From an optimization exercise on the open Yosys and OpenROAD flow, aimed at small area; shortcuts taken in it are not production practice.
RTL that was checked went through simulation tests only; none was proved equivalent to the original.
Function not checked in runs 1 to 3: the RTL went through the layout flow alone.
No activity file was given, so power comes from the tool's default toggle rates.

==> flow/design.v <==
module pc_fa (input a, input b, input c, output s, output co);
    assign s  = a ^ b ^ c;
    assign co = (a & b) | (c & (a ^ b));
endmodule
module pc_ha (input a, input b, output s, output co);
    assign s  = a ^ b;
    assign co = a & b;
endmodule
module pc_pop7 (input [6:0] x, output [2:0] y);
    wire [1:0] a, b;
    wire c1;
    pc_fa f0 (.a(x[0]), .b(x[1]), .c(x[2]), .s(a[0]), .co(a[1]));
    pc_fa f1 (.a(x[3]), .b(x[4]), .c(x[5]), .s(b[0]), .co(b[1]));
    pc_fa f2 (.a(a[0]), .b(b[0]), .c(x[6]), .s(y[0]), .co(c1));
    pc_fa f3 (.a(a[1]), .b(b[1]), .c(c1),   .s(y[1]), .co(y[2]));
endmodule
module pc_pop15 (input [14:0] x, output [3:0] y);
    wire [2:0] a, b;
    wire [1:0] c;
    pc_pop7 p0 (.x(x[6:0]),  .y(a));
    pc_pop7 p1 (.x(x[13:7]), .y(b));
    pc_fa f0 (.a(a[0]), .b(b[0]), .c(x[14]), .s(y[0]), .co(c[0]));
    pc_fa f1 (.a(a[1]), .b(b[1]), .c(c[0]),  .s(y[1]), .co(c[1]));
    pc_fa f2 (.a(a[2]), .b(b[2]), .c(c[1]),  .s(y[2]), .co(y[3]));
endmodule
module pc_pop32 (input [31:0] x, output [4:0] y, output zlo, output zhi);
    wire [3:0] a, b;
    wire [2:0] c;
    pc_pop15 p0 (.x(x[14:0]),  .y(a));
    pc_pop15 p1 (.x(x[30:16]), .y(b));
    pc_fa f0 (.a(a[0]), .b(b[0]), .c(x[15]), .s(y[0]), .co(c[0]));
    pc_fa f1 (.a(a[1]), .b(b[1]), .c(c[0]),  .s(y[1]), .co(c[1]));
    pc_fa f2 (.a(a[2]), .b(b[2]), .c(c[1]),  .s(y[2]), .co(c[2]));
    pc_fa f3 (.a(a[3]), .b(b[3]), .c(c[2]),  .s(y[3]), .co(y[4]));
    assign zlo = ~(|a | x[15]);
    assign zhi = ~(|b | x[31]);
endmodule
module pc_acc #(parameter W = 12) (
    input [W-1:0] acc, input [4:0] p, input ci, input g, input clr, output [W-1:0] s);
    wire          ge = g & ~clr;
    wire [W-1:0]  a  = acc & {W{~clr}};
    wire [4:0]    pg = p & {5{ge}};
    wire [W:0]    c;
    assign c[0] = ci & ge;
    genvar k;
    generate
        for (k = 0; k < 5; k = k + 1) begin : g_fa
            pc_fa f (.a(a[k]), .b(pg[k]), .c(c[k]), .s(s[k]), .co(c[k+1]));
        end
        for (k = 5; k < W - 1; k = k + 1) begin : g_ha
            pc_ha h (.a(a[k]), .b(c[k]), .s(s[k]), .co(c[k+1]));
        end
    endgenerate
    assign s[W-1] = a[W-1] ^ c[W-1];
endmodule
module pc_gt #(parameter W = 12) (input [W-1:0] a, input [W-1:0] bn, output gt);
    wire [W:0] c;
    assign c[1] = a[0] & bn[0];
    genvar k;
    generate
        for (k = 1; k < W; k = k + 1) begin : g_c
            assign c[k+1] = (a[k] & bn[k]) | (c[k] & (a[k] | bn[k]));
        end
    endgenerate
    assign gt = c[W];
endmodule
module pc_lane_next (
    input  [11:0] acc,
    input  [4:0]  p,
    input         pc,
    input         acc_en,    
    input         acc_clr,   
    input  [11:0] thr_n,     
    input         hi,        
    input         lo,        
    input  [4:0]  id,
    input         r,
    input         r_set,     
    input         r_chk,     
    input         id_upd,    
    input         id_clr,    
    output [11:0] acc_d,
    output reg [4:0] id_d,
    output reg    r_d
);
    pc_acc #(.W(12)) u_acc (.acc(acc), .p(p), .ci(pc), .g(acc_en), .clr(acc_clr), .s(acc_d));
    wire over;
    pc_gt #(.W(12)) u_gt (.a(acc), .bn(thr_n), .gt(over));
    wire done = id[4] & id[0];
    always @(*) begin
        if (id_upd) begin
            if (id[4])
                id_d = 5'd17;
            else if (hi & lo)
                id_d = id + 5'd1;
            else if (hi & (id[3:0] != 4'hf))
                id_d = 5'd1;
            else
                id_d = 5'd0;
        end else if (id_clr & ~done)
            id_d = 5'd0;
        else
            id_d = id;
    end
    always @(*) begin
        if (r_set)
            r_d = 1'b1;
        else if (r_chk)
            r_d = r & ~over;
        else if (id_upd)
            r_d = done;
        else
            r_d = r;
    end
endmodule
module pattern_comparator #(
    parameter WIDTH = 32
)(
    input i_clk,
    input i_rst_n,
    input i_Type_comp,
    input [1:0] i_state,
    input i_enable_buffer,
    input enable_pattern_comparitor,
    input wire [WIDTH-1:0] i_local_gen_0, i_local_gen_1, i_local_gen_2, i_local_gen_3,
    input wire [WIDTH-1:0] i_local_gen_4, i_local_gen_5, i_local_gen_6, i_local_gen_7,
    input wire [WIDTH-1:0] i_local_gen_8, i_local_gen_9, i_local_gen_10, i_local_gen_11,
    input wire [WIDTH-1:0] i_local_gen_12, i_local_gen_13, i_local_gen_14, i_local_gen_15,
    input wire [WIDTH-1:0] i_Data_by_0, i_Data_by_1, i_Data_by_2, i_Data_by_3,
    input wire [WIDTH-1:0] i_Data_by_4, i_Data_by_5, i_Data_by_6, i_Data_by_7,
    input wire [WIDTH-1:0] i_Data_by_8, i_Data_by_9, i_Data_by_10, i_Data_by_11,
    input wire [WIDTH-1:0] i_Data_by_12, i_Data_by_13, i_Data_by_14, i_Data_by_15,
    input [11:0] i_Max_error_Threshold_per_lane,
    input [15:0] i_Max_error_Threshold_aggregate,
    output reg [15:0] o_per_lane_error,
    output wire o_error_done
);
    wire en = enable_pattern_comparitor;
    wire [31:0] x [0:15];
    assign x[0] = i_Data_by_0 ^ i_local_gen_0;
    assign x[1] = i_Data_by_1 ^ i_local_gen_1;
    assign x[2] = i_Data_by_2 ^ i_local_gen_2;
    assign x[3] = i_Data_by_3 ^ i_local_gen_3;
    assign x[4] = i_Data_by_4 ^ i_local_gen_4;
    assign x[5] = i_Data_by_5 ^ i_local_gen_5;
    assign x[6] = i_Data_by_6 ^ i_local_gen_6;
    assign x[7] = i_Data_by_7 ^ i_local_gen_7;
    assign x[8] = i_Data_by_8 ^ i_local_gen_8;
    assign x[9] = i_Data_by_9 ^ i_local_gen_9;
    assign x[10] = i_Data_by_10 ^ i_local_gen_10;
    assign x[11] = i_Data_by_11 ^ i_local_gen_11;
    assign x[12] = i_Data_by_12 ^ i_local_gen_12;
    assign x[13] = i_Data_by_13 ^ i_local_gen_13;
    assign x[14] = i_Data_by_14 ^ i_local_gen_14;
    assign x[15] = i_Data_by_15 ^ i_local_gen_15;
    wire [31:0] rest = x[1] | x[2] | x[3] | x[4] | x[5] | x[6] | x[7] | x[8] | x[9] | x[10] | x[11] | x[12] | x[13] | x[14] | x[15];
    wire [31:0] x0m = x[0] | (rest & {32{~i_Type_comp}});
    wire acc_en  = en & i_Type_comp;
    wire acc_clr = (i_state == 2'b01);
    wire r_set   = en & (i_state == 2'b01);
    wire r_chk   = en & ~i_state[0] & i_Type_comp;
    wire id_upd  = en & (i_state == 2'b11) & i_enable_buffer;
    wire id_clr  = en & ~i_state[1];
    wire e_add   = en & ~i_state[0] & ~i_Type_comp;
    wire [11:0] thr_n = ~i_Max_error_Threshold_per_lane;
    reg  [11:0] acc [0:15];
    reg  [4:0]  id  [0:15];
    reg  [15:0] r;
    wire [11:0] acc_d [0:15];
    wire [4:0]  id_d  [0:15];
    wire [15:0] r_d;
    wire [4:0]  pcnt  [0:15];
    wire [15:0] zlo, zhi, hi, lo;
    assign hi[0] = ~|x[0][31:16];
    assign lo[0] = ~|x[0][15:0];
    assign hi[15:1] = zhi[15:1];
    assign lo[15:1] = zlo[15:1];
    genvar n;
    generate
        for (n = 0; n < 16; n = n + 1) begin : g_lane
            wire [31:0] xp = (n == 0) ? x0m : x[n];
            pc_pop32 u_pop (.x(xp), .y(pcnt[n]), .zlo(zlo[n]), .zhi(zhi[n]));
            pc_lane_next u_next (
                .acc(acc[n]), .p(pcnt[n]), .pc(xp[31]),
                .acc_en(acc_en), .acc_clr(acc_clr), .thr_n(thr_n),
                .hi(hi[n]), .lo(lo[n]), .id(id[n]), .r(r[n]),
                .r_set(r_set), .r_chk(r_chk), .id_upd(id_upd), .id_clr(id_clr),
                .acc_d(acc_d[n]), .id_d(id_d[n]), .r_d(r_d[n])
            );
            always @(posedge i_clk or negedge i_rst_n) begin
                if (!i_rst_n) begin
                    acc[n] <= 12'd0;
                    id[n]  <= 5'd0;
                    r[n]   <= 1'b1;
                end else begin
                    acc[n] <= acc_d[n];
                    id[n]  <= id_d[n];
                    r[n]   <= r_d[n];
                end
            end
        end
    endgenerate
    reg  [15:0] err_cnt;
    wire [15:0] err_d;
    pc_acc #(.W(16)) u_eacc (.acc(err_cnt), .p(pcnt[0]), .ci(x0m[31]), .g(e_add), .clr(r_set), .s(err_d));
    always @(posedge i_clk or negedge i_rst_n) begin
        if (!i_rst_n)
            err_cnt <= 16'd0;
        else
            err_cnt <= err_d;
    end
    wire err_over;
    pc_gt #(.W(16)) u_egt (.a(err_cnt), .bn(~i_Max_error_Threshold_aggregate), .gt(err_over));
    assign o_error_done = ~(en & err_over);
    reg enbuf_q;
    always @(posedge i_clk or negedge i_rst_n) begin
        if (!i_rst_n)
            enbuf_q <= 1'b0;
        else
            enbuf_q <= i_enable_buffer;
    end
    always @(posedge i_clk or negedge i_rst_n) begin
        if (!i_rst_n)
            o_per_lane_error <= 16'd0;
        else if (~i_enable_buffer & enbuf_q & i_state[1])
            o_per_lane_error <= r;
    end
endmodule
==> flow/run.sh <==
#!/bin/bash
# synth_recipe.tcl (not shown) runs the flow's synth.tcl, then flattens the netlist and writes it again
# the make line also repeats each setting of config.mk as NAME=value (left out here)
make -C /OpenROAD-flow-scripts/flow DESIGN_CONFIG=/design/flow/config.mk WORK_HOME=/design/flow/orfs CLKGATE_MAP_FILE= SYNTH_SCRIPT=/design/flow/synth_recipe.tcl finish
==> flow/config.mk <==
export PLATFORM = sky130hd
export DESIGN_NAME = pattern_comparator
export DESIGN_NICKNAME = pattern_comparator
export VERILOG_FILES = /design/flow/design.v
export SDC_FILE = /design/flow/constraint.sdc
export NUM_CORES = 4
export LEC_CHECK = 0
export ABC_CLOCK_PERIOD_IN_PS = 18000
export CAP_MARGIN = 20
export CORE_MARGIN = 2
export CORE_UTILIZATION = 40
export SLEW_MARGIN = 20
export SYNTH_HIERARCHICAL = 1
==> flow/constraint.sdc <==
create_clock -name core_clock -period 18.0 [get_ports {i_clk}]
set_input_delay 3.6000 -clock core_clock [delete_from_list [all_inputs] [get_ports {i_clk}]]
set_output_delay 3.6000 -clock core_clock [all_outputs]
set_load 0.01 [all_outputs]
==> results of run 1 <==
==> results.txt, run 1 <==
- Ys Warns: 12
- Log Error: [ERROR PPL-0024] Number of IO pins (1076) exceeds maximum number of available positions (1062). Increase the die perimeter from 1178.68um to 1463.36um.
- Last stage reached: I/O pin placement
- Die width: 295 µm
- Initial Util: 40.4%
- Status: aborted with a tool error
- Mapped cell area: 33800 µm²
- Synthesized netlist cell count: 2911
- Synthesized Nets: 4593
- Floorplan die height: 295 µm
- Syn Area/Cell: 11.6 µm²
- Site Rows: 106
==> run 2, diff against run 1 <==
--- a/flow/config.mk
+++ b/flow/config.mk
@@ -8,6 +8,6 @@
 export ABC_CLOCK_PERIOD_IN_PS = 18000
 export CAP_MARGIN = 20
-export CORE_MARGIN = 2
-export CORE_UTILIZATION = 40
+export CORE_AREA = 3 3 557 137
+export DIE_AREA = 0 0 560 140
 export SLEW_MARGIN = 20
 export SYNTH_HIERARCHICAL = 1
==> run 2 against run 1 <==
  * The run fails in global routing
  * Synthesized area did not move
  * Synthesized cell count unchanged
==> results.txt, run 2 <==
- Max clock buf depth: 3
- First-pass GRT wire length: 300 mm
- Floorplan die height: 140 µm
- Syn Area/Cell: 11.6 µm²
- Post-CTS sizing: 0
- Status: aborted with a tool error
- Vias in the first global route: 35800
- H-tree Lvls: 1
- Placer Congestion: 1.74
- Synthesized Nets: 4593
- CTS Hold Bufs: 0
- Total CTS buffers: 26
- Placed cells: 4987
- Last stage reached: global routing
- All-Layer GR Usage: 57.6%
- Global route overflow: 17
- Site Rows: 48
- Ys Warns: 12
- Die width: 560 µm
- Post-CTS Setup Inserts: 0
- Clk Tree Root Cell: clkbuf_16
- Initial Util: 46.8%
- Mapped cell area: 33800 µm²
- DP Area: 45900 µm²
- Hpwl dp: 200 mm
- Clock sink count: 321
- Synthesized netlist cell count: 2911
- IO Port Bufs: 1075
- Largest net degree at the start of global routing: 94
- Log Error: [ERROR GRT-0116] Global routing finished with congestion. Check the congestion regions in the DRC Viewer.
- I/O pin cnt: 1076
run 2: how the worst max path moves through the flow:
| stage | cells past startpoint | from | endpoint |
|---|---|---|---|
| after floorplan | 25 | i_local_gen_7[0] | err_cnt[15] |
| after global placement | 26 | i_local_gen_7[3] | err_cnt[15] |
| after detailed placement | 26 | i_local_gen_7[0] | err_cnt[15] |
| after CTS | 26 | i_local_gen_7[0] | err_cnt[15] |
run 2: through the flow:
stage          power (mW)  worst slack, ns
2_1_floorplan        3.22             7.61
3_3_place_gp         6.09             5.50
3_5_place_dp         6.39             5.45
4_1_cts              7.04             6.04
run 2: power groups by stage:
stage | registers (mW) | clock network [mW] | logic, mW
detailed placement | 1.01 | 0 | 5.38
global placement | 0.997 | 0 | 5.10
floorplan | 0.957 | 0 | 2.26
CTS | 0.998 | 0.664 | 5.38
run 2: per-layer routing:
layer  overflow  track usage, %
met1         10            70.2
met5          0            42.1
met2          0            66.5
met4          0            13.7
met3          7            54.5
==> run 3, diff against run 2 <==
==> flow/flow/run.sh (new file) <==
#!/bin/bash
# Standard ORFS layout with the port buffers made from the smallest buffer cell.
set -uo pipefail
export BUFFER_PORTS_ARGS="-buffer_cell sky130_fd_sc_hd__buf_1"
bash standard.sh synth > make_synth.log 2>&1 || exit 1
bash standard.sh finish > make_finish.log 2>&1 || exit 1
==> flow/standard.sh (new file) <==
#!/bin/bash
# synth_recipe.tcl (not shown) runs the flow's synth.tcl, then flattens the netlist and writes it again
# the make line also repeats each setting of config.mk as NAME=value (left out here)
make -C /OpenROAD-flow-scripts/flow DESIGN_CONFIG=/design/flow/config.mk WORK_HOME=/design/flow/orfs CLKGATE_MAP_FILE= SYNTH_SCRIPT=/design/flow/synth_recipe.tcl "${@:-finish}"
--- a/flow/config.mk
+++ b/flow/config.mk
@@ -8,6 +8,6 @@
 export ABC_CLOCK_PERIOD_IN_PS = 18000
 export CAP_MARGIN = 20
-export CORE_AREA = 3 3 557 137
-export DIE_AREA = 0 0 560 140
+export CORE_AREA = 3 3 477 197
+export DIE_AREA = 0 0 480 200
 export SLEW_MARGIN = 20
 export SYNTH_HIERARCHICAL = 1
removed: flow/run.sh
==> run 3 against run 2 <==
  * The layout now fails its checks (antenna rules)
  * Synthesized area unchanged
  * Synthesized cell count unchanged
==> results.txt, run 3 <==
- Worst Hold Class: flip-flop to flip-flop
- WP data arrival: 12.21 ns
- Vias: 31500
- Syn Area/Cell: 11.6 µm²
- Max-cap violations: 0
- Core footprint: 90100 µm²
- TNS Setup: 0 ns
- Placer Congestion: 1.11
- WP data required: 18.51 ns
- Reg2reg setup slack: 13.23 ns
- Sw Pwr: 3.10 mW
- Post-CTS Setup Inserts: 0
- WL per Instance: 39.7 µm
- Net Sw Frac: 52.3%
- Period Utilization, post-route: 65.0%
- Filler instances: 8643
- VDD IR-drop max: 137 µV
- Critical setup path kind: input pin to flip-flop
- Mapped cell area: 33800 µm²
- Combinational share of power: 71.6%
- Clock sink count: 321
- Die width: 480 µm
- Synthesized Nets: 4593
- Final Setup Violations: 0
- Clock-pin slew on the worst setup and hold paths: 0.07 ns
- Clock power share: 11.8%
- Largest net degree at the start of global routing: 93
- RR Endpoint: err_cnt[15]
- Top flop regs: acc x192, id x80
- P_int: 2.83 mW
- Clock latency on the worst-skew pair: 0.63 ns
- DRT Pass-1 Iters: 7
- Worst R2R Path Depth: 17
- Reg power frac: 16.6%
- Site Rows: 70
- CTS tree: yes
- Hold Path Depth: 1
- Total CTS buffers: 31
- Leak Pwr: 16.8 nW
- Via density: 5.85
- Most flops, register: acc
- Post-route ant nets: 1
- Slew at the pin with the worst max-slew slack: 1.35 ns
- Slew Limit Fails: 0
- Max clock buf depth: 3
- RSZ-0062 raised after global routing: false
- IO Port Bufs: 1075
- Commonest non-fill, non-tap cells in the layout: 1073 x buf_1, 501 x fa_1, 481 x xor2_1
- Fmax: 0.0855 GHz
- Max reg flops: 192
- Floorplan die height: 200 µm
- Drt drc: 0
- All-Layer GR Usage: 43.2%
- Skew final: 0.0176 ns
- Ys Warns: 12
- Nets: 5705
- Final Hold Fails: 0
- CP Launch Type: input pin
- Critical Path Source: i_local_gen_8[3]
- RR Startpoint: err_cnt[0]
- Max_slew headroom: 8.98%
- Crit Path Max Fanout: 2
- Die Area: 96000 µm²
- H-tree Lvls: 1
- SO Faults: antenna rules
- Clk Tree Root Cell: clkbuf_16
- Initial DRC Count: 3962
- Crit path capture: err_cnt[15]
- Hpwl dp: 192 mm
- Area growth, synth to finish: 20.7%
- DP Area: 39500 µm²
- CTS Hold Bufs: 0
- Synthesized netlist cell count: 2911
- I/O pin cnt: 1076
- Post-CTS sizing: 0
- Finished Cell Area: 40800 µm²
- Share of cells above drive strength 1: 5.09%
- Critical path endpoint category: flip-flop
- Routed wire length: 214 mm
- PD cells: 145 nW/µm²
- Commonest non-fill, non-tap cell in the layout: buf_1
- Initial antenna violation count: 65
- First-pass GRT wire length: 272 mm
- Minimum clock period: 11.70 ns
- Vias in the first global route: 30000
- Initial Util: 37.5%
- Global route overflow: 0
- Status: complete, but fails checks
==> run 3: through the flow <==
step | hold WS (ns) | setup slack, ns | power (mW) | std cells | util, %
2_1_floorplan | 0.497 | 7.61 | 3.22 | 2911 | -
3_3_place_gp | 0.495 | 6.01 | 4.96 | 5214 | 43.8
3_5_place_dp | 0.495 | 5.98 | 5.09 | 5214 | 43.8
4_1_cts | 0.514 | 6.63 | 5.79 | 5272 | 44.9
5_1_grt | 0.525 | 6.17 | 6.30 | 5323 | 45.1
6_report | 0.513 | 6.30 | 5.93 | 5387 | 45.3
==> run 3: power by group through the flow <==
stage               combinational, mW  clock, mW  sequential [mW]
floorplan                        2.26          0            0.957
global placement                 3.97          0            0.988
detailed placement               4.10          0            0.993
CTS                              4.10      0.706            0.981
global route                     4.57      0.735             1.00
finish                           4.25      0.700            0.985
==> run 3: final cells by class <==
| cell class | count | area [µm²] | area share [%] |
|---|---|---|---|
| multi-input combinational | 2540 | 25500 | 62.6 |
| clock inverter | 11 | 113 | 0.276 |
| tap | 1224 | 1530 | 3.75 |
| inverter | 29 | 109 | 0.267 |
| sequential | 321 | 8050 | 19.7 |
| timing repair buffer | 1100 | 4240 | 10.4 |
| antenna | 115 | 288 | 0.705 |
| clock buffer | 47 | 916 | 2.24 |
==> run 3: how the worst min path moves through the flow <==
| stage | start | end |
|---|---|---|
| floorplan | id[0][3] | id[0][3] |
| global placement | o_per_lane_error[15] | o_per_lane_error[15] |
| detailed placement | o_per_lane_error[10] | o_per_lane_error[10] |
| CTS | o_per_lane_error[15] | o_per_lane_error[15] |
| global route | o_per_lane_error[15] | o_per_lane_error[15] |
| finish | o_per_lane_error[15] | o_per_lane_error[15] |
==> run 3: metal layers <==
layer  GRT usage, %  vias up  routed length, µm
met5           8.06        -               1290
met1           59.2    16400              89700
met4           12.0       36               6500
met2           55.8     2077              82600
met3           25.8      308              33800
li1               -    12700                  -
==> run 3: worst max-delay path, stage by stage <==
cell	delay [ns]
buf_1	0.54
xor2_1	0.28
nor4_1	0.69
nand4_1	0.15
a21boi_0	0.19
fa_1	0.56
fa_1	0.43
fa_1	0.51
fa_1	0.95
fa_1	0.52
and2_1	0.17
fa_1	0.41
fa_1	0.40
fa_1	0.45
fa_1	0.40
ha_1	0.19
ha_1	0.18
ha_1	0.18
ha_1	0.18
ha_1	0.18
ha_1	0.18
ha_1	0.18
ha_1	0.18
ha_1	0.18
ha_1	0.18
xnor2_1	0.12
==> run 4, diff against run 3 <==
--- a/flow/design.v
+++ b/flow/design.v
@@ -74,5 +74,6 @@
     input         hi,        
     input         lo,        
-    input  [4:0]  id,
+    input  [3:0]  q,
+    input         f,
     input         r,
     input         r_set,     
@@ -81,36 +82,21 @@
     input         id_clr,    
     output [11:0] acc_d,
-    output reg [4:0] id_d,
-    output reg    r_d
+    output [3:0]  q_d,
+    output        f_d,
+    output        r_d
 );
     pc_acc #(.W(12)) u_acc (.acc(acc), .p(p), .ci(pc), .g(acc_en), .clr(acc_clr), .s(acc_d));
     wire over;
     pc_gt #(.W(12)) u_gt (.a(acc), .bn(thr_n), .gt(over));
-    wire done = id[4] & id[0];
-    always @(*) begin
-        if (id_upd) begin
-            if (id[4])
-                id_d = 5'd17;
-            else if (hi & lo)
-                id_d = id + 5'd1;
-            else if (hi & (id[3:0] != 4'hf))
-                id_d = 5'd1;
-            else
-                id_d = 5'd0;
-        end else if (id_clr & ~done)
-            id_d = 5'd0;
-        else
-            id_d = id;
-    end
-    always @(*) begin
-        if (r_set)
-            r_d = 1'b1;
-        else if (r_chk)
-            r_d = r & ~over;
-        else if (id_upd)
-            r_d = done;
-        else
-            r_d = r;
-    end
+    wire [15:0] fbt  = 16'h02fd;       
+    wire        fb   = fbt[q];
+    wire        is15 = (q == 4'b1000);
+    wire        done = f & q[0];
+    wire        ok   = hi & lo;
+    wire        hold = ~id_upd & ~(id_clr & ~done);
+    assign q_d[3:1] = ({3{id_upd & ok}} & q[2:0]) | ({3{hold}} & q[3:1]);
+    assign q_d[0]   = (id_upd & (f | (hi & (lo ? fb : ~is15)))) | (hold & q[0]);
+    assign f_d      = (id_upd & (f | (ok & is15))) | (hold & f);
+    assign r_d      = r_set | (r_chk ? (r & ~over) : (id_upd ? done : r));
 endmodule
 module pattern_comparator #(
@@ -165,8 +151,10 @@
     wire [11:0] thr_n = ~i_Max_error_Threshold_per_lane;
     reg  [11:0] acc [0:15];
-    reg  [4:0]  id  [0:15];
+    reg  [3:0]  idq [0:15];
+    reg  [15:0] idf;
     reg  [15:0] r;
     wire [11:0] acc_d [0:15];
-    wire [4:0]  id_d  [0:15];
+    wire [3:0]  idq_d [0:15];
+    wire [15:0] idf_d;
     wire [15:0] r_d;
     wire [4:0]  pcnt  [0:15];
@@ -184,16 +172,18 @@
                 .acc(acc[n]), .p(pcnt[n]), .pc(xp[31]),
                 .acc_en(acc_en), .acc_clr(acc_clr), .thr_n(thr_n),
-                .hi(hi[n]), .lo(lo[n]), .id(id[n]), .r(r[n]),
+                .hi(hi[n]), .lo(lo[n]), .q(idq[n]), .f(idf[n]), .r(r[n]),
                 .r_set(r_set), .r_chk(r_chk), .id_upd(id_upd), .id_clr(id_clr),
-                .acc_d(acc_d[n]), .id_d(id_d[n]), .r_d(r_d[n])
+                .acc_d(acc_d[n]), .q_d(idq_d[n]), .f_d(idf_d[n]), .r_d(r_d[n])
             );
             always @(posedge i_clk or negedge i_rst_n) begin
                 if (!i_rst_n) begin
                     acc[n] <= 12'd0;
-                    id[n]  <= 5'd0;
+                    idq[n] <= 4'd0;
+                    idf[n] <= 1'b0;
                     r[n]   <= 1'b1;
                 end else begin
                     acc[n] <= acc_d[n];
-                    id[n]  <= id_d[n];
+                    idq[n] <= idq_d[n];
+                    idf[n] <= idf_d[n];
                     r[n]   <= r_d[n];
                 end
==> flow/flow/run.sh (replaced) <==
#!/bin/bash
# Own layout flow: the standard ORFS flow (standard.sh) with
#  - a synthesis script derived from synth_recipe.tcl: yosys synth without its
#    internal ABC pass (so extract_fa sees the full adders as written), full
#    adders extracted before half adders, and an area-oriented ABC script
#    (flow/abc_area.script) for the final mapping; registers are untouched;
#  - port buffers made from the smallest buffer cell;
#  - clock tree synthesis without dummy loads, from small clock buffers;
#  - more antenna repair iterations after detailed routing.
set -uo pipefail
W=$(pwd)
F=$W/flow
{
  echo 'proc extract_fa {args} { yosys extract_fa -fa {*}$args; yosys opt_clean; yosys extract_fa -ha {*}$args; yosys opt_clean }'
  echo "proc abc {args} { set i [lsearch -exact \$args -script]; if {\$i >= 0} { lset args [expr {\$i + 1}] $F/abc_area.script }; yosys abc {*}\$args }"
  sed '1s/.*/proc synth {args} { yosys synth -nofsm -noshare -noabc {*}$args }/' synth_recipe.tcl
} > my_synth.tcl
sed "s#SYNTH_SCRIPT=[^ ]*#SYNTH_SCRIPT=$W/my_synth.tcl#" standard.sh > my_standard.sh
export BUFFER_PORTS_ARGS="-buffer_cell sky130_fd_sc_hd__buf_1"
export CTS_ARGS="-sink_clustering_enable -repair_clock_nets -dont_use_dummy_load -buf_list {sky130_fd_sc_hd__clkbuf_4 sky130_fd_sc_hd__clkbuf_8}"
export MAX_REPAIR_ANTENNAS_ITER_DRT=10
bash my_standard.sh finish > make_finish.log 2>&1
==> flow/flow/abc_area.script (new file) <==
strash
&get -n
&st
&syn2
&dch -f
&nf -R 1000 -a
&st
&syn2
&dch -f
&nf -R 1000 -a
&st
&dch -f
&nf -R 1000 -a
&put
topo
dnsize
--- a/flow/config.mk
+++ b/flow/config.mk
@@ -8,6 +8,5 @@
 export ABC_CLOCK_PERIOD_IN_PS = 18000
 export CAP_MARGIN = 20
-export CORE_AREA = 3 3 477 197
-export DIE_AREA = 0 0 480 200
+export CORE_AREA = 3 3 397 167
+export DIE_AREA = 0 0 400 170
 export SLEW_MARGIN = 20
-export SYNTH_HIERARCHICAL = 1
==> run 4 against run 3 <==
  * The flow now stops in global routing
  * Synthesized cell count is 7.4% lower
  * Synthesized area down 6.5%
==> results.txt, run 4 <==
- Vias in the first global route: 39400
- Synth cell types: 46
- Clk Tree Root Cell: clkbuf_8
- Clock sink count: 321
- First-pass GRT wire length: 412 mm
- Total CTS buffers: 52
- Syn Area/Cell: 11.7 µm²
- Synthesized netlist cell count: 2697
- I/O pin cnt: 1076
- Flop and latch count out of synthesis: 321
- Largest net degree at the start of global routing: 173
- Global route overflow: 6761
- IO Port Bufs: 1075
- Max clock buf depth: 3
- Post-CTS sizing: 0
- Post-CTS Setup Inserts: 0
- Main area contributors after synthesis: fa_1 32%, dfrtp_1 24%, xor2_1 13%, and2_0 5.2%, ha_1 4.2%
- Sequential fraction of the synthesis area: 25.5%
- Placer Congestion: 1.74
- Mapped cell area: 31600 µm²
- Synth top area share: 31.7%
- DP Area: 36900 µm²
- Status: aborted with a tool error
- Synthesized Nets: 4363
- Commonest cells post-synth: 501 x fa_1, 459 x xor2_1, 305 x dfrtp_1, 264 x and2_0, 114 x nor4_1
- Ys Warns: 5
- Largest area contributor in the netlist: fa_1
- CTS Hold Bufs: 0
- Log Error: [ERROR GRT-0116] Global routing finished with congestion. Check the congestion regions in the DRC Viewer.
- Floorplan die height: 170 µm
- H-tree Lvls: 2
- Hpwl dp: 230 mm
- Async SR Flop Fraction: 100%
- All-Layer GR Usage: 92.9%
- Die width: 400 µm
- Worst slack at placement: 5.61 ns
- Last stage reached: global routing
- Most numerous cell in the Yosys netlist: fa_1
- Predominant post-synthesis flop cell: dfrtp_1
- Initial Util: 50.0%
- Site Rows: 59
- EDFF count, synth: 0
-- run 4: routing by layer --
| layer | track usage (%) | overflow |
|---|---|---|
| met2 | 111 | 2495 |
| met5 | 69.1 | 98 |
| met3 | 78.7 | 1128 |
| met4 | 79.5 | 590 |
| met1 | 94.6 | 2450 |
-- run 4: how the worst max path moves through the flow --
stage                   to  slack, ns               from
2_1_floorplan  err_cnt[15]       7.15   i_Data_by_14[10]
3_3_place_gp   err_cnt[15]       5.73  i_local_gen_6[19]
3_5_place_dp   err_cnt[15]       5.61  i_local_gen_6[19]
4_1_cts        err_cnt[15]       6.25  i_local_gen_6[19]
-- run 4: kinds of logic after synthesis --
| logic type | Yosys count | synth area share [%] |
|---|---|---|
| AND/OR/NAND/NOR | 735 | 13.0 |
| adder cells (fa/ha/maj) | 624 | 36.5 |
| XOR/XNOR | 529 | 14.7 |
| AO/OA/AOI/OAI | 434 | 9.31 |
| flip-flops | 321 | 25.5 |
| buffers and inverters | 38 | 0.451 |
| multiplexers | 16 | 0.570 |
-- run 4: through the flow --
| stage | instances | hold WS, ns |
|---|---|---|
| 2_1_floorplan | 2697 | 0.477 |
| 3_3_place_gp | 4646 | 0.472 |
| 3_5_place_dp | 4647 | 0.479 |
| 4_1_cts | 4699 | 0.449 |
-- run 4: power groups by stage --
| stage | clock network (mW) | logic (mW) | registers, mW |
|---|---|---|---|
| 2_1_floorplan | 0 | 2.22 | 0.949 |
| 3_3_place_gp | 0 | 4.18 | 0.963 |
| 4_1_cts | 0.525 | 4.37 | 0.961 |
| 3_5_place_dp | 0 | 4.38 | 0.971 |
==> run 5, diff against run 4 <==
--- a/flow/flow/run.sh
+++ b/flow/flow/run.sh
@@ -6,6 +6,5 @@
 #    (flow/abc_area.script) for the final mapping; registers are untouched;
 #  - port buffers made from the smallest buffer cell;
-#  - clock tree synthesis without dummy loads, from small clock buffers;
-#  - more antenna repair iterations after detailed routing.
+#  - clock tree synthesis without dummy loads.
 set -uo pipefail
 W=$(pwd)
@@ -18,5 +17,4 @@
 sed "s#SYNTH_SCRIPT=[^ ]*#SYNTH_SCRIPT=$W/my_synth.tcl#" standard.sh > my_standard.sh
 export BUFFER_PORTS_ARGS="-buffer_cell sky130_fd_sc_hd__buf_1"
-export CTS_ARGS="-sink_clustering_enable -repair_clock_nets -dont_use_dummy_load -buf_list {sky130_fd_sc_hd__clkbuf_4 sky130_fd_sc_hd__clkbuf_8}"
-export MAX_REPAIR_ANTENNAS_ITER_DRT=10
+export CTS_ARGS="-sink_clustering_enable -repair_clock_nets -dont_use_dummy_load"
 bash my_standard.sh finish > make_finish.log 2>&1
--- a/flow/config.mk
+++ b/flow/config.mk
@@ -8,5 +8,5 @@
 export ABC_CLOCK_PERIOD_IN_PS = 18000
 export CAP_MARGIN = 20
-export CORE_AREA = 3 3 397 167
-export DIE_AREA = 0 0 400 170
+export CORE_AREA = 3 3 477 197
+export DIE_AREA = 0 0 480 200
 export SLEW_MARGIN = 20
==> run 5 against run 4 <==
  * Now clean on timing, DRC and antenna
  * Synthesized cell count unchanged
  * Synthesized area unchanged
==> results.txt, run 5 <==
- Status: complete, no violations
- Drt drc: 0
- CTS Hold Bufs: 0
- Minimum clock period: 12.03 ns
- Commonest non-fill, non-tap cells in the layout: 1073 x buf_1, 501 x fa_1, 459 x xor2_1
- Largest net degree at the start of global routing: 173
- Hpwl dp: 209 mm
- Placer Congestion: 1.16
- Most frequent CP cell: ha_1
- Synth top area share: 31.7%
- Initial Util: 35.1%
- All-Layer GR Usage: 47.0%
- Final non-filler cell total: 5190
- Clk Tree Root Cell: clkbuf_16
- CP peak stage delay: 0.86 ns
- Max clock buf depth: 3
- Vias in the first global route: 29200
- Leak Pwr: 15.2 nW
- Clock latency on the worst-skew pair: 0.61 ns
- EDFF count, synth: 0
- RSZ-0062 raised after global routing: false
- H-tree Lvls: 1
- Crit Path Max Fanout: 2
- Synthesized Nets: 4363
- Top flop regs: acc x192, idq x64
- Max reg flops: 192
- Predominant post-synthesis flop cell: dfrtp_1
- Critical setup path kind: input pin to flip-flop
- Synth cell types: 46
- Nets: 5501
- Die Area: 96000 µm²
- Net Sw Frac: 53.1%
- Total CTS buffers: 29
- Critical path endpoint category: flip-flop
- PD cells: 150 nW/µm²
- WP data required: 18.50 ns
- CP Launch Type: input pin
- Period Utilization, post-route: 66.8%
- Mapped cell area: 31600 µm²
- WL per Instance: 44.5 µm
- Initial antenna violation count: 148
- P_int: 2.71 mW
- Clock power share: 9.8%
- Share of cells above drive strength 1: 2.32%
- Most flops, register: acc
- Worst slack at placement: 5.55 ns
- Vias: 30400
- Final Hold Fails: 0
- Post-route ant nets: 0
- Post-CTS sizing: 0
- Largest area contributor in the netlist: fa_1
- Slew at the pin with the worst max-slew slack: 1.37 ns
- Floorplan die height: 200 µm
- Async SR Flop Fraction: 100%
- DRT Pass-1 Iters: 5
- TNS Setup: 0 ns
- CP max stage cell: fa_1
- Fmax: 0.0832 GHz
- Most numerous cell in the Yosys netlist: fa_1
- Clock-pin slew on the worst setup and hold paths: 0.07 ns
- Final Setup Violations: 0
- Site Rows: 70
- Skew final: 0.0559 ns
- Die width: 480 µm
- Clock sink count: 321
- Combinational share of power: 73.5%
- Final core utilization: 42.8%
- Slew Limit Fails: 0
- Commonest non-fill, non-tap cell in the layout: buf_1
- First-pass GRT wire length: 290 mm
- Flop and latch count out of synthesis: 321
- Global route overflow: 0
- Routed wire length: 231 mm
- Fin worst setup slack: 5.97 ns
- I/O pin cnt: 1076
- Sequential fraction of the synthesis area: 25.5%
- CTS tree: yes
- Syn Area/Cell: 11.7 µm²
- IO Port Bufs: 1075
- Sw Pwr: 3.08 mW
- Synthesized netlist cell count: 2697
- Placed cells: 5027
- Ys Warns: 5
- Max-cap violations: 0
- Reg power frac: 16.7%
- Main area contributors after synthesis: fa_1 32%, dfrtp_1 24%, xor2_1 13%, and2_0 5.2%, ha_1 4.2%
- Core footprint: 90100 µm²
- Initial DRC Count: 4402
- Post-CTS Setup Inserts: 0
- Max_slew headroom: 8.08%
- Via density: 5.86
- Commonest cells post-synth: 501 x fa_1, 459 x xor2_1, 305 x dfrtp_1, 264 x and2_0, 114 x nor4_1
- WP data arrival: 12.53 ns
- Worst Hold Class: flip-flop to flip-flop
- Area growth, synth to finish: 22.0%
- VDD IR-drop max: 192 µV
==> run 5: path summary, 6_finish.rpt <==
path | cells after the start | endpoint | slack [ns] | startpoint
max in group asynchronous | 3 | acc[2][4] | 12.89 | i_rst_n
setup reg to reg | 18 | err_cnt[15] | 13.19 | err_cnt[0]
hold reg to reg | 1 | o_per_lane_error[10] | 0.49 | o_per_lane_error[10]
hold / removal | 1 | o_per_lane_error[10] | 0.49 | o_per_lane_error[10]
min in group asynchronous | 1 | o_per_lane_error[5] | 3.03 | i_rst_n
setup / recovery | 27 | err_cnt[15] | 5.97 | i_local_gen_6[1]
==> run 5: through the flow <==
stage / total power [mW] / area, µm² / hold WS [ns]
6_report: 5.79 / 38500 / 0.493
5_1_grt: 6.17 / 38400 / 0.507
4_1_cts: 5.61 / 38200 / 0.497
3_5_place_dp: 5.04 / 37500 / 0.484
3_3_place_gp: 4.92 / 37400 / 0.473
2_1_floorplan: 3.17 / 31600 / 0.477
==> run 5: layout make-up <==
cell class / count / area (µm²)
fillers: 8769 / 51600
multi-input cells: 2338 / 23500
flip-flops and latches: 321 / 8050
repair buffers: 1107 / 4300
well taps: 1224 / 1530
clock buffers: 29 / 726
diodes: 133 / 333
inverters: 38 / 143
==> run 5: logic make-up after synthesis <==
logic type,Yosys count,share of synthesized area (%)
mux,16,0.570
buf+inv,38,0.451
xor+xnor,529,14.7
simple gates,735,13.0
flops,321,25.5
compound gates,434,9.31
fa+ha+maj,624,36.5
==> run 5: routing by layer <==
metal	global-route usage [%]	share of wire, %	wire (µm)
met1	62.5	42	96400
met3	31.6	17	39700
met5	10.7	0.29	678
met2	60.4	38	87700
met4	12.1	2.9	6800
==> run 5: critical path, delay by kind of cell <==
kind            cells  cell delay [ns]
compound gates      1             0.12
fa+ha+maj          19             6.50
xor+xnor            2             0.32
simple gates        4             1.59
buf+inv             1             0.38
==> run 5: power by group through the flow <==
stage / Sequential [mW] / Combinational [mW] / Clock, mW
2_1_floorplan: 0.949 / 2.22 / 0
3_3_place_gp: 0.971 / 3.95 / 0
3_5_place_dp: 0.975 / 4.07 / 0
4_1_cts: 0.964 / 4.08 / 0.568
5_1_grt: 0.983 / 4.60 / 0.596
6_report: 0.968 / 4.25 / 0.566
==> run 6, diff against run 5 <==
--- a/flow/design.v
+++ b/flow/design.v
@@ -37,10 +37,8 @@
 endmodule
 module pc_acc #(parameter W = 12) (
-    input [W-1:0] acc, input [4:0] p, input ci, input g, input clr, output [W-1:0] s);
-    wire          ge = g & ~clr;
-    wire [W-1:0]  a  = acc & {W{~clr}};
-    wire [4:0]    pg = p & {5{ge}};
+    input [W-1:0] a, input [4:0] p, input ci, input g, output [W-1:0] s);
+    wire [4:0]    pg = p & {5{g}};
     wire [W:0]    c;
-    assign c[0] = ci & ge;
+    assign c[0] = ci & g;
     genvar k;
     generate
@@ -66,9 +64,9 @@
 endmodule
 module pc_lane_next (
-    input  [11:0] acc,
+    input  [11:0] acc,       
+    input         z,         
     input  [4:0]  p,
     input         pc,
     input         acc_en,    
-    input         acc_clr,   
     input  [11:0] thr_n,     
     input         hi,        
@@ -77,5 +75,4 @@
     input         f,
     input         r,
-    input         r_set,     
     input         r_chk,     
     input         id_upd,    
@@ -86,7 +83,8 @@
     output        r_d
 );
-    pc_acc #(.W(12)) u_acc (.acc(acc), .p(p), .ci(pc), .g(acc_en), .clr(acc_clr), .s(acc_d));
+    wire [11:0] a = acc & {12{~z}};
+    pc_acc #(.W(12)) u_acc (.a(a), .p(p), .ci(pc), .g(acc_en), .s(acc_d));
     wire over;
-    pc_gt #(.W(12)) u_gt (.a(acc), .bn(thr_n), .gt(over));
+    pc_gt #(.W(12)) u_gt (.a(a), .bn(thr_n), .gt(over));
     wire [15:0] fbt  = 16'h02fd;       
     wire        fb   = fbt[q];
@@ -98,5 +96,5 @@
     assign q_d[0]   = (id_upd & (f | (hi & (lo ? fb : ~is15)))) | (hold & q[0]);
     assign f_d      = (id_upd & (f | (ok & is15))) | (hold & f);
-    assign r_d      = r_set | (r_chk ? (r & ~over) : (id_upd ? done : r));
+    assign r_d      = r_chk ? (r & ~over) : (id_upd ? done : r);
 endmodule
 module pattern_comparator #(
@@ -150,8 +148,19 @@
     wire e_add   = en & ~i_state[0] & ~i_Type_comp;
     wire [11:0] thr_n = ~i_Max_error_Threshold_per_lane;
+    reg acc_z, cnt_z;
+    always @(posedge i_clk or negedge i_rst_n) begin
+        if (!i_rst_n) begin
+            acc_z <= 1'b1;
+            cnt_z <= 1'b1;
+        end else begin
+            acc_z <= acc_clr;
+            cnt_z <= r_set;
+        end
+    end
     reg  [11:0] acc [0:15];
     reg  [3:0]  idq [0:15];
     reg  [15:0] idf;
-    reg  [15:0] r;
+    reg  [15:0] r_q;
+    wire [15:0] r = r_q | {16{cnt_z}};
     wire [11:0] acc_d [0:15];
     wire [3:0]  idq_d [0:15];
@@ -170,34 +179,31 @@
             pc_pop32 u_pop (.x(xp), .y(pcnt[n]), .zlo(zlo[n]), .zhi(zhi[n]));
             pc_lane_next u_next (
-                .acc(acc[n]), .p(pcnt[n]), .pc(xp[31]),
-                .acc_en(acc_en), .acc_clr(acc_clr), .thr_n(thr_n),
+                .acc(acc[n]), .z(acc_z), .p(pcnt[n]), .pc(xp[31]),
+                .acc_en(acc_en), .thr_n(thr_n),
                 .hi(hi[n]), .lo(lo[n]), .q(idq[n]), .f(idf[n]), .r(r[n]),
-                .r_set(r_set), .r_chk(r_chk), .id_upd(id_upd), .id_clr(id_clr),
+                .r_chk(r_chk), .id_upd(id_upd), .id_clr(id_clr),
                 .acc_d(acc_d[n]), .q_d(idq_d[n]), .f_d(idf_d[n]), .r_d(r_d[n])
             );
+            always @(posedge i_clk) begin
+                acc[n] <= acc_d[n];
+                r_q[n] <= r_d[n];
+            end
             always @(posedge i_clk or negedge i_rst_n) begin
                 if (!i_rst_n) begin
-                    acc[n] <= 12'd0;
                     idq[n] <= 4'd0;
                     idf[n] <= 1'b0;
-                    r[n]   <= 1'b1;
                 end else begin
-                    acc[n] <= acc_d[n];
                     idq[n] <= idq_d[n];
                     idf[n] <= idf_d[n];
-                    r[n]   <= r_d[n];
                 end
             end
         end
     endgenerate
-    reg  [15:0] err_cnt;
+    reg  [15:0] err_q;
+    wire [15:0] err_cnt = err_q & {16{~cnt_z}};
     wire [15:0] err_d;
-    pc_acc #(.W(16)) u_eacc (.acc(err_cnt), .p(pcnt[0]), .ci(x0m[31]), .g(e_add), .clr(r_set), .s(err_d));
-    always @(posedge i_clk or negedge i_rst_n) begin
-        if (!i_rst_n)
-            err_cnt <= 16'd0;
-        else
-            err_cnt <= err_d;
-    end
+    pc_acc #(.W(16)) u_eacc (.a(err_cnt), .p(pcnt[0]), .ci(x0m[31]), .g(e_add), .s(err_d));
+    always @(posedge i_clk)
+        err_q <= err_d;
     wire err_over;
     pc_gt #(.W(16)) u_egt (.a(err_cnt), .bn(~i_Max_error_Threshold_aggregate), .gt(err_over));
--- a/flow/flow/run.sh
+++ b/flow/flow/run.sh
@@ -6,5 +6,6 @@
 #    (flow/abc_area.script) for the final mapping; registers are untouched;
 #  - port buffers made from the smallest buffer cell;
-#  - clock tree synthesis without dummy loads.
+#  - clock tree synthesis without dummy loads, from small clock buffers;
+#  - more antenna repair iterations after detailed routing.
 set -uo pipefail
 W=$(pwd)
@@ -17,4 +18,5 @@
 sed "s#SYNTH_SCRIPT=[^ ]*#SYNTH_SCRIPT=$W/my_synth.tcl#" standard.sh > my_standard.sh
 export BUFFER_PORTS_ARGS="-buffer_cell sky130_fd_sc_hd__buf_1"
-export CTS_ARGS="-sink_clustering_enable -repair_clock_nets -dont_use_dummy_load"
+export CTS_ARGS="-sink_clustering_enable -repair_clock_nets -dont_use_dummy_load -sink_clustering_size 24 -sink_clustering_max_diameter 70 -buf_list {sky130_fd_sc_hd__clkbuf_16}"
+export MAX_REPAIR_ANTENNAS_ITER_DRT=10
 bash my_standard.sh finish > make_finish.log 2>&1
==> run 6 against run 5 <==
  * Routed wire length is 5.3% lower
  * Critical path depth stayed put
  * Cell area is 3.8% lower
  * Sequential share of layout area is 2.1 points lower
  * Synthesized area is 2.8% lower
  * Critical endpoint is now err_q[15]
  * Largest power group unchanged
==> results.txt, run 6 <==
- Post-CTS sizing: 0
- Buf/Inv on CP: 1
- Synth cell types: 46
- Nets: 5642
- Most flops, register: acc
- IO Port Bufs: 1075
- Reg2reg setup slack: 12.15 ns
- Clock latency on the worst-skew pair: 0.57 ns
- Initial antenna violation count: 85
- Clk Tree Root Cell: clkbuf_16
- Vias in the first global route: 29200
- Hold Path End: o_per_lane_error[1]
- Fin worst setup slack: 5.85 ns
- Initial Util: 34.1%
- Minimum clock period: 12.15 ns
- Slew Limit Fails: 0
- Post-CTS Setup Inserts: 0
- Worst Hold Class: flip-flop to flip-flop
- Clock sink count: 323
- Routed wire length: 219 mm
- Largest net degree at the start of global routing: 83
- Core footprint: 90100 µm²
- Hpwl dp: 199 mm
- Max clock buf depth: 3
- WL per Instance: 41.8 µm
- Via density: 5.79
- Hold Path Depth: 2
- Commonest non-fill, non-tap cell in the layout: buf_1
- RR Endpoint: err_q[15]
- I/O pin cnt: 1076
- Syn Area/Cell: 10.8 µm²
- Hold path start: o_per_lane_error[1]
- Period Utilization, post-route: 67.5%
- Main area contributors after synthesis: fa_1 33%, dfxtp_1 15%, xor2_1 13%, dfrtp_1 7.9%, ha_1 4.3%
- Critical setup path kind: input pin to flip-flop
- Total CTS buffers: 17
- Initial DRC Count: 3887
- Leak Pwr: 14.6 nW
- Die Area: 96000 µm²
- Final Hold Fails: 0
- Synth top area share: 32.7%
- Final Setup Violations: 0
- Crit Path Max Fanout: 2
- Slew at the pin with the worst max-slew slack: 1.37 ns
- Worst R2R Path Depth: 18
- Top flop regs: acc x192, idq x64
- Total Power: 5.71 mW
- VDD IR-drop max: 120 µV
- Post-route ant nets: 0
- CP max stage cell: fa_1
- H-tree Lvls: 1
- Max reg flops: 192
- Predominant post-synthesis flop cell: dfxtp_1
- Largest area contributor in the netlist: fa_1
- Flop and latch count out of synthesis: 323
- Async SR Flop Fraction: 30.7%
- WP data arrival: 12.57 ns
- RSZ-0062 raised after global routing: false
- DRT Pass-1 Iters: 7
- Global route overflow: 0
- Hold slack: 0.486 ns
- Synthesized netlist cell count: 2851
- Max_slew headroom: 8.67%
- EDFF count, synth: 0
- CP peak stage delay: 0.80 ns
- WP data required: 18.42 ns
- Vias: 30400
- CTS tree: yes
- Placer Congestion: 1.21
- Placed cells: 5181
- Drt drc: 0
- TNS Setup: 0 ns
- RR Startpoint: cnt_z
- CP top delay family: adder cells
- CP Launch Type: input pin
- First-pass GRT wire length: 277 mm
- Filler instances: 9138
- CTS Hold Bufs: 0
- Share of cells above drive strength 1: 1.53%
- Skew final: 0.0533 ns
- Final non-filler cell total: 5243
- Most numerous cell in the Yosys netlist: fa_1
- Ys Warns: 5
- Die width: 480 µm
- Synthesized Nets: 4517
- Critical path endpoint category: flip-flop
- Max-cap violations: 0
- Clock-pin slew on the worst setup and hold paths: 0.10 ns
- Commonest non-fill, non-tap cells in the layout: 1072 x buf_1, 501 x fa_1, 461 x xor2_1
- Status: complete, no violations
- Site Rows: 70
- All-Layer GR Usage: 44.5%
- Most frequent CP cell: ha_1
- Worst slack at placement: 5.42 ns
- Mapped cell area: 30700 µm²
- Area growth, synth to finish: 20.7%
- Floorplan die height: 200 µm
- PD cells: 154 nW/µm²
- Commonest cells post-synth: 501 x fa_1, 461 x xor2_1, 224 x dfxtp_1, 187 x nand2_1, 178 x nor2_1
- Sequential fraction of the synthesis area: 22.7%
- Fmax: 0.0823 GHz
-- run 6: cell types whose count changed after synthesis, moves of 15 or more --
cell,before,now
a21oi_1,105,82
a31oi_1,3,18
and2_0,264,22
and3_1,31,108
clkinv_1,38,131
dfrtp_1,305,97
dfxtp_1,0,224
mux2_1,16,0
nand2_1,83,187
nor2_1,112,178
nor2b_1,9,82
o211ai_1,16,0
o221ai_1,5,29
o2bb2ai_1,25,1
-- run 6: cells by family (layout without fill, tap and decap cells) --
logic type	after synthesis	after routing	synth area share [%]
AOI/OAI and AO/OA	439	439	9.83
xor gates and xnor gates	529	529	15.1
adders and majority gates	611	611	37.1
buffers and inverters	131	1254	1.60
DFF	323	323	22.7
other	0	45	0
and+or+nand+nor	818	818	13.7
-- run 6: worst max-delay path by stage --
stage | start | to | slack [ns] | cells after the start
2_1_floorplan | i_Data_by_15[26] | err_q[15] | 7.10 | 26
3_3_place_gp | i_local_gen_4[28] | err_q[15] | 5.39 | 27
3_5_place_dp | i_local_gen_4[28] | err_q[15] | 5.42 | 27
4_1_cts | i_local_gen_4[28] | err_q[15] | 5.96 | 27
5_1_grt | i_local_gen_4[28] | err_q[15] | 5.90 | 27
6_report | i_local_gen_4[28] | err_q[15] | 5.85 | 27
-- run 6: per-stage QoR --
stage | utilization (%) | area (µm²)
after floorplan | - | 30700
after global placement | 40.5 | 36500
after detailed placement | 40.5 | 36500
after CTS | 41.0 | 37000
after global routing | 41.1 | 37000
final | 41.1 | 37100
-- run 6: area by class of cell --
cell class                      instances  area, µm²  area share (%)
Multi-Input combinational cell       2397      23300            62.8
Sequential cell                       323       6960            18.8
Timing Repair Buffer                 1106       4270            11.5
Tap cell                             1224       1530            4.13
Inverter                              131        492            1.33
Clock buffer                           17        425            1.15
Antenna cell                           45        113           0.304
-- run 6: power breakdown --
group | leakage [nW] | switching, mW | internal, mW
Sequential | 3.18 | 0.0483 | 0.879
Combinational | 11.2 | 2.72 | 1.63
Clock | 0.210 | 0.263 | 0.171
Total | 14.6 | 3.03 | 2.68
-- run 6: layer usage --
layer / vias to the layer above / GRT usage, % / part of all wire (%)
li1: 12200 / - / -
met1: 15600 / 58.8 / 41
met2: 2109 / 60.5 / 39
met3: 386 / 22.2 / 14
met4: 40 / 20.4 / 5.5
met5: - / 1.28 / 0.20
-- run 6: worst register-to-register path, cell delays in order (launching register included) --
cell and delay (ns):
dfstp_2 0.88, buf_4 0.43, nor2_1 0.16, fa_1 0.45
fa_1 0.39, fa_1 0.39, fa_1 0.53, fa_1 0.51
ha_1 0.23, ha_1 0.18, ha_1 0.18, ha_1 0.18
ha_1 0.17, ha_1 0.18, ha_1 0.18, ha_1 0.19
ha_1 0.19, ha_1 0.19, xnor2_1 0.12
==> run 7, diff against run 6 <==
--- a/flow/flow/run.sh
+++ b/flow/flow/run.sh
@@ -6,5 +6,5 @@
 #    (flow/abc_area.script) for the final mapping; registers are untouched;
 #  - port buffers made from the smallest buffer cell;
-#  - clock tree synthesis without dummy loads, from small clock buffers;
+#  - clock tree synthesis without dummy loads;
 #  - more antenna repair iterations after detailed routing.
 set -uo pipefail
@@ -18,5 +18,5 @@
 sed "s#SYNTH_SCRIPT=[^ ]*#SYNTH_SCRIPT=$W/my_synth.tcl#" standard.sh > my_standard.sh
 export BUFFER_PORTS_ARGS="-buffer_cell sky130_fd_sc_hd__buf_1"
-export CTS_ARGS="-sink_clustering_enable -repair_clock_nets -dont_use_dummy_load -sink_clustering_size 24 -sink_clustering_max_diameter 70 -buf_list {sky130_fd_sc_hd__clkbuf_16}"
+export CTS_ARGS="-sink_clustering_enable -repair_clock_nets -dont_use_dummy_load"
 export MAX_REPAIR_ANTENNAS_ITER_DRT=10
 bash my_standard.sh finish > make_finish.log 2>&1
==> run 7 against run 6 <==
  * Still clean
  * Clock skew increased by 0.027 ns
  * Core utilization grew 0.27 points
  * Global-route usage up 0.15 points
  * Fmax is 0.98% higher
  * Sequential power is essentially flat
  * Synthesized cell count did not move
  * Worst setup slack gained 0.12 ns
  * Count of clock-buffer cells in the layout rose by 11
  * Critical endpoint unchanged
==> results.txt, run 7 <==
- Final Setup Violations: 0
- Status: complete, no violations
- CTS tree: yes
- Commonest non-fill, non-tap cell in the layout: buf_1
- VDD IR-drop max: 118 µV
- Flop and latch count out of synthesis: 323
- WP data arrival: 12.55 ns
- Async SR Flop Fraction: 30.7%
- Global route overflow: 0
- Syn Area/Cell: 10.8 µm²
- Slew Limit Fails: 0
- Buf/Inv on CP: 1
- Finished Cell Area: 37300 µm²
- Top flop regs: acc x192, idq x64
- Clk Tree Root Cell: clkbuf_16
- Ys Warns: 5
- Max-cap violations: 0
- Clock sink count: 323
- WL per Instance: 41.9 µm
- Die width: 480 µm
- Synth top area share: 32.7%
- Final core utilization: 41.4%
- PD cells: 157 nW/µm²
- Worst slack at placement: 5.42 ns
- Floorplan die height: 200 µm
- CP peak stage delay: 0.77 ns
- Minimum clock period: 12.03 ns
- I/O pin cnt: 1076
- Commonest cells post-synth: 501 x fa_1, 461 x xor2_1, 224 x dfxtp_1, 187 x nand2_1, 178 x nor2_1
- Predominant post-synthesis flop cell: dfxtp_1
- Largest net degree at the start of global routing: 83
- Via density: 5.74
- Fin worst setup slack: 5.97 ns
- Most frequent CP cell: ha_1
- Site Rows: 70
- CTS Hold Bufs: 0
- Clock latency on the worst-skew pair: 0.63 ns
- Skew final: 0.0806 ns
- Fmax: 0.0831 GHz
- Crit Path Max Fanout: 2
- Final Hold Fails: 0
- Max_slew headroom: 10.6%
- IO Port Bufs: 1075
- Post-route ant nets: 0
- Worst Hold Class: flip-flop to flip-flop
- Post-CTS Setup Inserts: 0
- Vias: 30100
- RSZ-0062 raised after global routing: false
- Hold slack: 0.479 ns
- Die Area: 96000 µm²
- CP Launch Type: input pin
- Critical path endpoint category: flip-flop
- Clock-pin slew on the worst setup and hold paths: 0.06 ns
- Max clock buf depth: 3
- Largest area contributor in the netlist: fa_1
- Mapped cell area: 30700 µm²
- Initial DRC Count: 3701
- Max reg flops: 192
- First-pass GRT wire length: 278 mm
- Critical setup path kind: input pin to flip-flop
- H-tree Lvls: 1
- Leak Pwr: 14.8 nW
- Core footprint: 90100 µm²
- Total CTS buffers: 28
- Area growth, synth to finish: 21.5%
- Hpwl dp: 199 mm
- Most flops, register: acc
- CP max stage cell: fa_1
- Most numerous cell in the Yosys netlist: fa_1
- Synthesized Nets: 4517
- Slew at the pin with the worst max-slew slack: 1.34 ns
- DP Area: 36500 µm²
- Sequential fraction of the synthesis area: 22.7%
- Drt drc: 0
- TNS Setup: 0 ns
- Initial antenna violation count: 79
- Vias in the first global route: 29400
- Nets: 5653
- Synth cell types: 46
- Commonest non-fill, non-tap cells in the layout: 1072 x buf_1, 501 x fa_1, 461 x xor2_1
- Main area contributors after synthesis: fa_1 33%, dfxtp_1 15%, xor2_1 13%, dfrtp_1 7.9%, ha_1 4.3%
- EDFF count, synth: 0
- All-Layer GR Usage: 44.7%
- Share of cells above drive strength 1: 1.81%
- Placer Congestion: 1.21
- WP data required: 18.52 ns
- Routed wire length: 220 mm
- Initial Util: 34.1%
- Period Utilization, post-route: 66.9%
- Synthesized netlist cell count: 2851
- Post-CTS sizing: 0
- DRT Pass-1 Iters: 6
- Filler instances: 9127
- CP top delay family: adder cells
run 7: changes by cell type in the layout (fill, tap and decap cells not counted), sizes merged:
cell,previous run,this run
clkbuf,19,30
diode,45,31
run 7: through the flow:
| stage | power [mW] | std cells |
|---|---|---|
| after floorplan | 3.29 | 2851 |
| after global placement | 5.02 | 5181 |
| after detailed placement | 5.14 | 5181 |
| after CTS | 5.68 | 5209 |
| after global routing | 6.23 | 5220 |
| final | 5.84 | 5240 |
run 7: worst paths after layout:
check | from | to | slack, ns | cells after the start
min in group asynchronous | i_rst_n | o_per_lane_error[1] | 2.99 | 1
hold / removal | o_per_lane_error[2] | o_per_lane_error[2] | 0.48 | 2
setup reg to reg | cnt_z | err_q[15] | 12.19 | 18
max in group asynchronous | i_rst_n | idq[14][1] | 13.54 | 2
setup / recovery | i_local_gen_4[28] | err_q[15] | 5.97 | 27
hold reg to reg | o_per_lane_error[2] | o_per_lane_error[2] | 0.48 | 2
run 7: worst reg2reg max path: stages, from the launching register on:
cell	delay (ns)
dfstp_2	0.87
buf_4	0.42
nor2_1	0.16
fa_1	0.45
fa_1	0.39
fa_1	0.39
fa_1	0.53
fa_1	0.52
ha_1	0.23
ha_1	0.18
ha_1	0.18
ha_1	0.18
ha_1	0.17
ha_1	0.18
ha_1	0.18
ha_1	0.19
ha_1	0.19
ha_1	0.19
xnor2_1	0.12
run 7: logic make-up after synthesis:
kind of cell               synth area share [%]
DFF                                        22.7
xor gates and xnor gates                   15.1
buffers and inverters                      1.60
adders and majority gates                  37.1
AOI/OAI and AO/OA                          9.83
and+or+nand+nor                            13.7
run 7: final cells by class:
cell class | count | area [µm²] | area share [%]
Antenna cell | 31 | 77.6 | 0.208
Clock buffer | 28 | 701 | 1.88
Inverter | 131 | 492 | 1.32
Multi-Input combinational cell | 2397 | 23300 | 62.4
Sequential cell | 323 | 6960 | 18.7
Tap cell | 1224 | 1530 | 4.10
Timing Repair Buffer | 1106 | 4270 | 11.5
run 7: power by group:
part	internal [mW]	total (mW)	leakage [nW]	switching, mW
clock	0.273	0.566	0.345	0.293
sequential	0.880	0.928	3.18	0.0481
combinational	1.63	4.35	11.2	2.72
total	2.79	5.84	14.8	3.06
run 7: metal layers:
metal  GRT usage (%)  share of wire [%]  vias up
li1                -                  -    12200
met1            58.6                 41    15400
met2            60.8                 39     1913
met3            22.9                 14      433
met4            20.1                5.7       56
met5            1.76               0.21        -

port drivers added, routing unchanged:
The results above use ideal ports. As a check the final layouts listed here were re-extracted and re-timed, cells and wires unchanged. Step 1: set_driving_cell puts a clkbuf_16 on i_clk and a buf_2 on each other input, an assumption about the parent block. Step 2 times the ports against the registers' clock, not the clock port: input delays grow and output delays shrink by t, the midpoint of the rising clock arrivals with the driver on. Three values: ideal ports, drivers, drivers and shift; two values: the first two.
run	shift t [ns]	setup slack, ns	worst setup path at the end	slew at the worst register clock pin (ns)
run 3	0.696	6.300 / 6.346 / 5.650	input to register	0.08 / 0.08
run 5	0.638	5.975 / 5.967 / 5.329	input to register	0.08 / 0.08
run 6	0.603	5.848 / 5.882 / 5.278	input to register	0.12 / 0.12
run 7	0.655	5.965 / 6.000 / 5.344	input to register	0.08 / 0.08
For run 3, which loses most, drivers alone change the setup slack by +0.046 ns; drivers and shift together by -0.650 ns.
